Background: an optimization exercise with open tools, aiming at small area. Do not read the settings as production practice. In this exercise RTL edits were held to simulation tests only and were not proved equivalent to the original. The clock port is modelled as an ideal driver, which makes a skipped or thinned clock tree look cheaper than it is; a real chip needs a root buffer or a tree.

==> branch harbor <==
## fir_filter
module fir_filter(clk,reset,data_in,data_out);
input clk,reset;
input signed [15:0] data_in;  
output reg signed [15:0] data_out;  
reg [15:0] x0, x1, x2, x3, x4, x5, x6, x7;
wire [15:0] y;
always @(posedge clk or posedge reset)
  if (reset) begin
    x0 <= 0; x1 <= 0; x2 <= 0; x3 <= 0;
    x4 <= 0; x5 <= 0; x6 <= 0; x7 <= 0;
    data_out <= 0;
  end else begin
    x0 <= data_in; x1 <= x0; x2 <= x1; x3 <= x2;
    x4 <= x3; x5 <= x4; x6 <= x5; x7 <= x6;
    data_out <= y;
  end
  wire n1 = x1[0] ^ x6[0];
  wire n2 = x1[0] & x6[0];
  wire n3, n4;
  fir_fa u_n3 (.a(x1[1]), .b(x6[1]), .c(n2), .s(n3), .co(n4));
  wire n5, n6;
  fir_fa u_n5 (.a(x1[2]), .b(x6[2]), .c(n4), .s(n5), .co(n6));
  wire n7, n8;
  fir_fa u_n7 (.a(x1[3]), .b(x6[3]), .c(n6), .s(n7), .co(n8));
  wire n9, n10;
  fir_fa u_n9 (.a(x1[4]), .b(x6[4]), .c(n8), .s(n9), .co(n10));
  wire n11, n12;
  fir_fa u_n11 (.a(x1[5]), .b(x6[5]), .c(n10), .s(n11), .co(n12));
  wire n13, n14;
  fir_fa u_n13 (.a(x1[6]), .b(x6[6]), .c(n12), .s(n13), .co(n14));
  wire n15, n16;
  fir_fa u_n15 (.a(x1[7]), .b(x6[7]), .c(n14), .s(n15), .co(n16));
  wire n17, n18;
  fir_fa u_n17 (.a(x1[8]), .b(x6[8]), .c(n16), .s(n17), .co(n18));
  wire n19, n20;
  fir_fa u_n19 (.a(x1[9]), .b(x6[9]), .c(n18), .s(n19), .co(n20));
  wire n21, n22;
  fir_fa u_n21 (.a(x1[10]), .b(x6[10]), .c(n20), .s(n21), .co(n22));
  wire n23, n24;
  ...
==> flow/config.mk <==
export PLATFORM = sky130hd
export DESIGN_NAME = fir_filter
export DESIGN_NICKNAME = fir_filter
export VERILOG_FILES = /design/flow/design.v
export SDC_FILE = /design/flow/constraint.sdc
export NUM_CORES = 4
export LEC_CHECK = 0
export CAP_MARGIN = 20
export CORE_MARGIN = 2
export CORE_UTILIZATION = 75
export GPL_TIMING_DRIVEN = 0
export SLEW_MARGIN = 20
export SYNTH_HIERARCHICAL = 1
==> flow/constraint.sdc <==
create_clock -name core_clock -period 13.0 [get_ports {clk}]
set_input_delay 2.6000 -clock core_clock [delete_from_list [all_inputs] [get_ports {clk}]]
set_output_delay 2.6000 -clock core_clock [all_outputs]
set_load 0.01 [all_outputs]
standard.sh (not shown) runs the stock make flow with config.mk's settings and CLKGATE_MAP_FILE= SYNTH_SCRIPT=/design/flow/synth_recipe.tcl, a recipe that flattens the netlist after the stock synthesis.
==> flow/flow/run.sh <==
#!/bin/bash
# The standard layout (bash standard.sh) with two settings changed:
#  - port buffers (one per input and output port, as standard) use buf_1 cells;
#  - clock tree synthesis uses clkbuf_8 buffers and adds no dummy loads.
# standard.sh's output goes to standard_flow.log; ORFS's per-step logs stay in orfs/logs.
set -euo pipefail
export BUFFER_PORTS_ARGS="-buffer_cell sky130_fd_sc_hd__buf_1"
export CTS_ARGS="-sink_clustering_enable -repair_clock_nets -buf_list sky130_fd_sc_hd__clkbuf_8 -dont_use_dummy_load"
bash standard.sh > standard_flow.log 2>&1
==> inputs of branch yarrow, as changes to branch harbor <==
- CORE_UTILIZATION: 75 -> 60
==> inputs of branch raven, as changes to branch harbor <==
- CORE_UTILIZATION: 75 -> 68
==> comparison table <==
metric	branch harbor	branch raven	branch yarrow
Run status	complete, no violations	complete, no violations	complete, no violations
Clock-cell share of area	1.90%	1.89%	1.88%
Fill cells	769	1003	1355
Global routing's busiest layer	met2	met1	met1
Starting DRT DRC Count	399	201	315
Number of iterations in the first detailed-routing pass	5	4	4
Via count of the first global-routing pass	6844	6558	6391
Pre-CTS setup slack	-0.0939 ns	0.0557 ns	-0.107 ns
Area taken by multi-input logic gates	7560 µm²	7580 µm²	7570 µm²
Largest stage delay on the critical path	0.61 ns	0.63 ns	0.60 ns

========
==> trial 26 <==
fir_filter, a different RTL version from the one above (not shown whole).
// fir_filter
module fir_filter(clk,reset,data_in,data_out);
input clk,reset;
input signed [15:0] data_in;  
output reg signed [15:0] data_out;  
reg [15:0] x0, x1, x2, x3, x4, x5, x6, x7;
wire [15:0] y;
always @(posedge clk or posedge reset)
  if (reset) begin
    x0 <= 0; x1 <= 0; x2 <= 0; x3 <= 0;
    x4 <= 0; x5 <= 0; x6 <= 0; x7 <= 0;
    data_out <= 0;
  end else begin
    x0 <= data_in; x1 <= x0; x2 <= x1; x3 <= x2;
    x4 <= x3; x5 <= x4; x6 <= x5; x7 <= x6;
    data_out <= y;
  end
  wire n1 = x1[0] ^ x6[0];
  wire n2 = x1[0] & x6[0];
  wire n3, n4;
  fir_fa u_n3 (.a(x1[1]), .b(x6[1]), .c(n2), .s(n3), .co(n4));
  wire n5, n6;
  fir_fa u_n5 (.a(x1[2]), .b(x6[2]), .c(n4), .s(n5), .co(n6));
  wire n7, n8;
  fir_fa u_n7 (.a(x1[3]), .b(x6[3]), .c(n6), .s(n7), .co(n8));
  wire n9, n10;
  fir_fa u_n9 (.a(x1[4]), .b(x6[4]), .c(n8), .s(n9), .co(n10));
  wire n11, n12;
  fir_fa u_n11 (.a(x1[5]), .b(x6[5]), .c(n10), .s(n11), .co(n12));
  wire n13, n14;
  fir_fa u_n13 (.a(x1[6]), .b(x6[6]), .c(n12), .s(n13), .co(n14));
  wire n15, n16;
  fir_fa u_n15 (.a(x1[7]), .b(x6[7]), .c(n14), .s(n15), .co(n16));
  wire n17, n18;
  fir_fa u_n17 (.a(x1[8]), .b(x6[8]), .c(n16), .s(n17), .co(n18));
  wire n19, n20;
  fir_fa u_n19 (.a(x1[9]), .b(x6[9]), .c(n18), .s(n19), .co(n20));
  wire n21, n22;
  fir_fa u_n21 (.a(x1[10]), .b(x6[10]), .c(n20), .s(n21), .co(n22));
  wire n23, n24;
  fir_fa u_n23 (.a(x1[11]), .b(x6[11]), .c(n22), .s(n23), .co(n24));
  wire n25, n26;
  ...
==> flow/config.mk <==
export PLATFORM = sky130hd
export DESIGN_NAME = fir_filter
export DESIGN_NICKNAME = fir_filter
export VERILOG_FILES = /design/flow/design.v
export SDC_FILE = /design/flow/constraint.sdc
export NUM_CORES = 4
export LEC_CHECK = 0
export CAP_MARGIN = 20
export CORE_MARGIN = 2
export CORE_UTILIZATION = 72
export GPL_TIMING_DRIVEN = 0
export SLEW_MARGIN = 20
export SYNTH_HIERARCHICAL = 1
==> flow/constraint.sdc <==
create_clock -name core_clock -period 13.0 [get_ports {clk}]
set_input_delay 2.6000 -clock core_clock [delete_from_list [all_inputs] [get_ports {clk}]]
set_output_delay 2.6000 -clock core_clock [all_outputs]
set_load 0.01 [all_outputs]
==> flow/flow/run.sh <==
#!/bin/bash
# The standard layout (bash standard.sh) with these changes:
#  - port buffers (one per input and output port, as standard) use buf_1 cells;
#  - after clock tree synthesis, its tree is replaced (POST_CTS_TCL hook) by a
#    two-level tree: clk -> one clkbuf_8 -> 9 clkbuf_8, each driving the
#    flip-flops of one placement cluster (flow/mantree.tcl, flow/rebuild.tcl).
# standard.sh's output goes to standard_flow.log; ORFS's per-step logs stay in orfs/logs.
set -euo pipefail
FLOWDIR="$PWD/flow"
cat > "$PWD/post_cts.tcl" <<EOF
source $FLOWDIR/mantree.tcl
source $FLOWDIR/rebuild.tcl
clktree_rebuild 9 sky130_fd_sc_hd__clkbuf_8 sky130_fd_sc_hd__clkbuf_8
detailed_placement
check_placement -verbose
estimate_parasitics -placement
report_worst_slack -max
report_worst_slack -min
EOF
export POST_CTS_TCL="$PWD/post_cts.tcl"
export BUFFER_PORTS_ARGS="-buffer_cell sky130_fd_sc_hd__buf_1"
export CTS_ARGS="-sink_clustering_enable -repair_clock_nets -buf_list sky130_fd_sc_hd__clkbuf_8 -dont_use_dummy_load"
bash standard.sh > standard_flow.log 2>&1
==> flow/flow/mantree.tcl <==
# Build a two-level clock tree by hand: the clock port drives one root
# buffer, which drives NLEAF leaf buffers, each feeding the flip-flops of one
# k-means cluster (by placed location) directly.
proc mantree_build { nleaf leaf_cell root_cell } {
  set db [ord::get_db]
  set block [ord::get_db_block]
  set clknet [$block findNet clk]
  set sinks {}
  foreach it [$clknet getITerms] {
    lappend sinks $it
  }
  set pts {}
  foreach it $sinks {
    set b [[$it getInst] getBBox]
    lappend pts [list [expr {([$b xMin] + [$b xMax]) / 2}] [expr {([$b yMin] + [$b yMax]) / 2}]]
  }
  set n [llength $pts]
  # k-means, deterministic init: sinks sorted by x then split evenly
  set order [lsort -integer -indices [lmap p $pts {lindex $p 0}]]
  set cent {}
  for {set k 0} {$k < $nleaf} {incr k} {
    set i [lindex $order [expr {int(($k + 0.5) * $n / $nleaf)}]]
    lappend cent [lindex $pts $i]
  }
  set cap [expr {int(ceil(double($n) / $nleaf)) + 2}]
  for {set iter 0} {$iter < 30} {incr iter} {
    # capacity-limited assignment: closest sink-centroid pairs first
    set pairs {}
    for {set i 0} {$i < $n} {incr i} {
      set p [lindex $pts $i]
      for {set k 0} {$k < $nleaf} {incr k} {
        set c [lindex $cent $k]
        set d [expr {abs([lindex $p 0] - [lindex $c 0]) + abs([lindex $p 1] - [lindex $c 1])}]
        lappend pairs [list $d $i $k]
      }
    }
    set pairs [lsort -real -index 0 $pairs]
    set asg [lrepeat $n -1]
    set cnt [lrepeat $nleaf 0]
    foreach pr $pairs {
      lassign $pr d i k
      if {[lindex $asg $i] >= 0} continue
      if {[lindex $cnt $k] >= $cap} continue
      lset asg $i $k
      lset cnt $k [expr {[lindex $cnt $k] + 1}]
    }
    set newc {}
    for {set k 0} {$k < $nleaf} {incr k} {
      set sx 0; set sy 0; set m 0
      for {set i 0} {$i < $n} {incr i} {
        if {[lindex $asg $i] == $k} {
          set sx [expr {$sx + [lindex $pts $i 0]}]
          set sy [expr {$sy + [lindex $pts $i 1]}]
          incr m
        }
      }
      if {$m > 0} {
        lappend newc [list [expr {$sx / $m}] [expr {$sy / $m}]]
      } else {
        lappend newc [lindex $cent $k]
      }
    }
    set cent $newc
  }
  # root buffer at the centroid of the leaves
  set rx 0; set ry 0
  foreach c $cent { set rx [expr {$rx + [lindex $c 0]}]; set ry [expr {$ry + [lindex $c 1]}] }
  set rx [expr {$rx / $nleaf}]; set ry [expr {$ry / $nleaf}]
  set rmaster [$db findMaster $root_cell]
  set lmaster [$db findMaster $leaf_cell]
  set root [odb::dbInst_create $block $rmaster "clkroot_buf"]
  $root setLocation [expr {int($rx)}] [expr {int($ry)}]
  $root setPlacementStatus PLACED
  set rnet [odb::dbNet_create $block "clk_root"]
  $rnet setSigType CLOCK
  foreach it $sinks { $it disconnect }
  [$root findITerm A] connect $clknet
  [$root findITerm X] connect $rnet
  for {set k 0} {$k < $nleaf} {incr k} {
    set leaf [odb::dbInst_create $block $lmaster "clkleaf_buf_$k"]
    $leaf setLocation [expr {int([lindex $cent $k 0])}] [expr {int([lindex $cent $k 1])}]
    $leaf setPlacementStatus PLACED
    set lnet [odb::dbNet_create $block "clk_leaf_$k"]
    $lnet setSigType CLOCK
    [$leaf findITerm A] connect $rnet
    [$leaf findITerm X] connect $lnet
    for {set i 0} {$i < $n} {incr i} {
      if {[lindex $asg $i] == $k} {
        [lindex $sinks $i] connect $lnet
      }
    }
  }
  puts "mantree: $n sinks, $nleaf leaves, cluster sizes $cnt"
}
==> flow/flow/rebuild.tcl <==
# Replace the clock tree that clock_tree_synthesis built with a two-level
# tree (mantree.tcl): every flip-flop clock pin goes back on the clock net,
# the CTS buffers and their nets are removed, then the new tree is built.
proc clktree_rebuild { nleaf leaf_cell root_cell } {
  set block [ord::get_db_block]
  set clknet [$block findNet clk]
  set bufs {}
  foreach inst [$block getInsts] {
    if {[string match "clkbuf_*" [$inst getName]] && [string match "sky130_fd_sc_hd__clkbuf_*" [[$inst getMaster] getName]]} {
      lappend bufs $inst
    }
  }
  set nets {}
  foreach b $bufs {
    set onet [[$b findITerm X] getNet]
    if {$onet ne "NULL"} { lappend nets $onet }
  }
  foreach onet $nets {
    foreach it [$onet getITerms] {
      set inst [$it getInst]
      if {[lsearch -exact $bufs $inst] >= 0} continue
      $it disconnect
      $it connect $clknet
    }
  }
  foreach b $bufs { odb::dbInst_destroy $b }
  foreach onet $nets { odb::dbNet_destroy $onet }
  puts "clktree_rebuild: removed [llength $bufs] CTS buffers"
  mantree_build $nleaf $leaf_cell $root_cell
}
==> build 89 (differences from trial 26) <==
--- a/flow/flow/run.sh
+++ b/flow/flow/run.sh
@@ -4,4 +4,9 @@
 #  - after clock tree synthesis, its tree is replaced (POST_CTS_TCL hook) by a
-#    two-level tree: clk -> one clkbuf_8 -> 9 clkbuf_8, each driving the
-#    flip-flops of one placement cluster (flow/mantree.tcl, flow/rebuild.tcl).
+#    two-level tree (flow/mantree.tcl, flow/rebuild.tcl): clk -> one clkbuf_8
+#    -> 8 clkbuf_8 leaves, each driving the x* sample flip-flops of one
+#    placement cluster; the 16 data_out flip-flops get their own leaf, fed
+#    through two clkdlybuf4s50_1 cells.  That skew only helps the
+#    register-to-register paths x* -> data_out (the filter arithmetic); the
+#    input paths (data_in -> x0) see the normal clock and the output paths
+#    (data_out -> ports) only lose slack.
 # standard.sh's output goes to standard_flow.log; ORFS's per-step logs stay in orfs/logs.
@@ -12,3 +17,3 @@
 source $FLOWDIR/rebuild.tcl
-clktree_rebuild 9 sky130_fd_sc_hd__clkbuf_8 sky130_fd_sc_hd__clkbuf_8
+clktree_rebuild 8 sky130_fd_sc_hd__clkbuf_8 sky130_fd_sc_hd__clkbuf_8 {data_out*} sky130_fd_sc_hd__clkdlybuf4s50_1 2
 detailed_placement
@@ -20,2 +25,4 @@
 export POST_CTS_TCL="$PWD/post_cts.tcl"
+# the timing repair that follows global routing runs with the final clock tree
+export SKIP_CTS_REPAIR_TIMING=1
 export BUFFER_PORTS_ARGS="-buffer_cell sky130_fd_sc_hd__buf_1"
--- a/flow/flow/mantree.tcl
+++ b/flow/flow/mantree.tcl
@@ -3,3 +3,3 @@
 # k-means cluster (by placed location) directly.
-proc mantree_build { nleaf leaf_cell root_cell } {
+proc mantree_build { nleaf leaf_cell root_cell {late_pat ""} {dly_cell ""} {ndly 0} } {
   set db [ord::get_db]
@@ -8,4 +8,9 @@
   set sinks {}
+  set late {}
   foreach it [$clknet getITerms] {
-    lappend sinks $it
+    if {$late_pat ne "" && [string match $late_pat [[$it getInst] getName]]} {
+      lappend late $it
+    } else {
+      lappend sinks $it
+    }
   }
@@ -76,2 +81,3 @@
   foreach it $sinks { $it disconnect }
+  foreach it $late { $it disconnect }
   [$root findITerm A] connect $clknet
@@ -92,3 +98,33 @@
   }
-  puts "mantree: $n sinks, $nleaf leaves, cluster sizes $cnt"
+  if {[llength $late] > 0} {
+    # the late cluster: root net -> ndly delay cells -> one leaf buffer
+    set lx 0; set ly 0
+    foreach it $late {
+      set b [[$it getInst] getBBox]
+      set lx [expr {$lx + ([$b xMin] + [$b xMax]) / 2}]
+      set ly [expr {$ly + ([$b yMin] + [$b yMax]) / 2}]
+    }
+    set lx [expr {int($lx / [llength $late])}]; set ly [expr {int($ly / [llength $late])}]
+    set prev $rnet
+    set dmaster [$db findMaster $dly_cell]
+    for {set d 0} {$d < $ndly} {incr d} {
+      set di [odb::dbInst_create $block $dmaster "clkdly_buf_$d"]
+      $di setLocation $lx $ly
+      $di setPlacementStatus PLACED
+      set dn [odb::dbNet_create $block "clk_dly_$d"]
+      $dn setSigType CLOCK
+      [$di findITerm A] connect $prev
+      [$di findITerm X] connect $dn
+      set prev $dn
+    }
+    set leaf [odb::dbInst_create $block $lmaster "clkleaf_buf_late"]
+    $leaf setLocation $lx $ly
+    $leaf setPlacementStatus PLACED
+    set lnet [odb::dbNet_create $block "clk_leaf_late"]
+    $lnet setSigType CLOCK
+    [$leaf findITerm A] connect $prev
+    [$leaf findITerm X] connect $lnet
+    foreach it $late { $it connect $lnet }
+  }
+  puts "mantree: $n sinks, $nleaf leaves, cluster sizes $cnt, late [llength $late] via $ndly $dly_cell"
 }
--- a/flow/flow/rebuild.tcl
+++ b/flow/flow/rebuild.tcl
@@ -3,3 +3,3 @@
 # the CTS buffers and their nets are removed, then the new tree is built.
-proc clktree_rebuild { nleaf leaf_cell root_cell } {
+proc clktree_rebuild { nleaf leaf_cell root_cell {late_pat ""} {dly_cell ""} {ndly 0} } {
   set block [ord::get_db_block]
@@ -28,3 +28,3 @@
   puts "clktree_rebuild: removed [llength $bufs] CTS buffers"
-  mantree_build $nleaf $leaf_cell $root_cell
+  mantree_build $nleaf $leaf_cell $root_cell $late_pat $dly_cell $ndly
 }
- CAP_MARGIN: 20 -> 0
- SLEW_MARGIN: 20 -> 0
==> out/qor.tcl <==
set qor(area.share.sequential_pct) 29.7
set qor(layout.filler_cells) 840
set qor(grt_util_met1_pct) 44.2
set qor(critical_path_depth) 41
set qor(wirelength_um) 20600
set qor(outcome) {finished clean}
set qor(vias_in_the_first_global_route) 6084
set qor(route.vias.total) 5113
set qor(avgViaCountPerCell) 5.65
set qor(critical_path.max_stage_delay_ps) 650
Source of the figures above: trial 26

==> out/qor.tcl <==
set qor(outcome) {finished clean}
set qor(vias_in_the_first_global_route) 6091
set qor(wirelength_um) 19700
set qor(area.share.sequential_pct) 30.7
set qor(avgViaCountPerCell) 5.68
set qor(route.vias.total) 5017
Source of the figures above: build 89

No run of this note takes its clock network from TritonCTS; it comes from the design's own scripts or RTL.

## what the ideal ports hide
In the flow no input, the clock included, has a driving cell. The finished layouts below were timed again as built, in two steps. Step 1 assumes that a clkbuf_16 drives the clock port and a buf_2 every other input. Step 2, shift: input delay + t, output delay - t, t = (earliest + latest rising clock arrival at the registers) / 2. This alone moves slack from input paths to output paths. Slacks: ideal ports / drivers / drivers and shift; pairs: ideal ports / drivers.
run	shift t [ns]	setup slack, ns	latest minus earliest clock arrival (ns)	worst register clock-pin slew, ns	worst data-port slew with drivers (ns)
branch harbor	0.482	0.326 / 0.326 / 0.326	0.046 / 0.046	0.10 / 0.10	0.04
branch yarrow	0.477	0.416 / 0.416 / 0.416	0.045 / 0.045	0.09 / 0.09	0.04
branch raven	0.466	0.488 / 0.488 / 0.488	0.043 / 0.043	0.09 / 0.09	0.03
trial 26	0.454	0.384 / 0.384 / 0.384	0.028 / 0.028	0.11 / 0.11	0.03
build 89	0.905	0.594 / 0.594 / 0.594	0.982 / 0.982	0.10 / 0.10	0.03
In build 89 the clock reaches the registers at very different times; t lies between them, and the last value is a rough guide only.
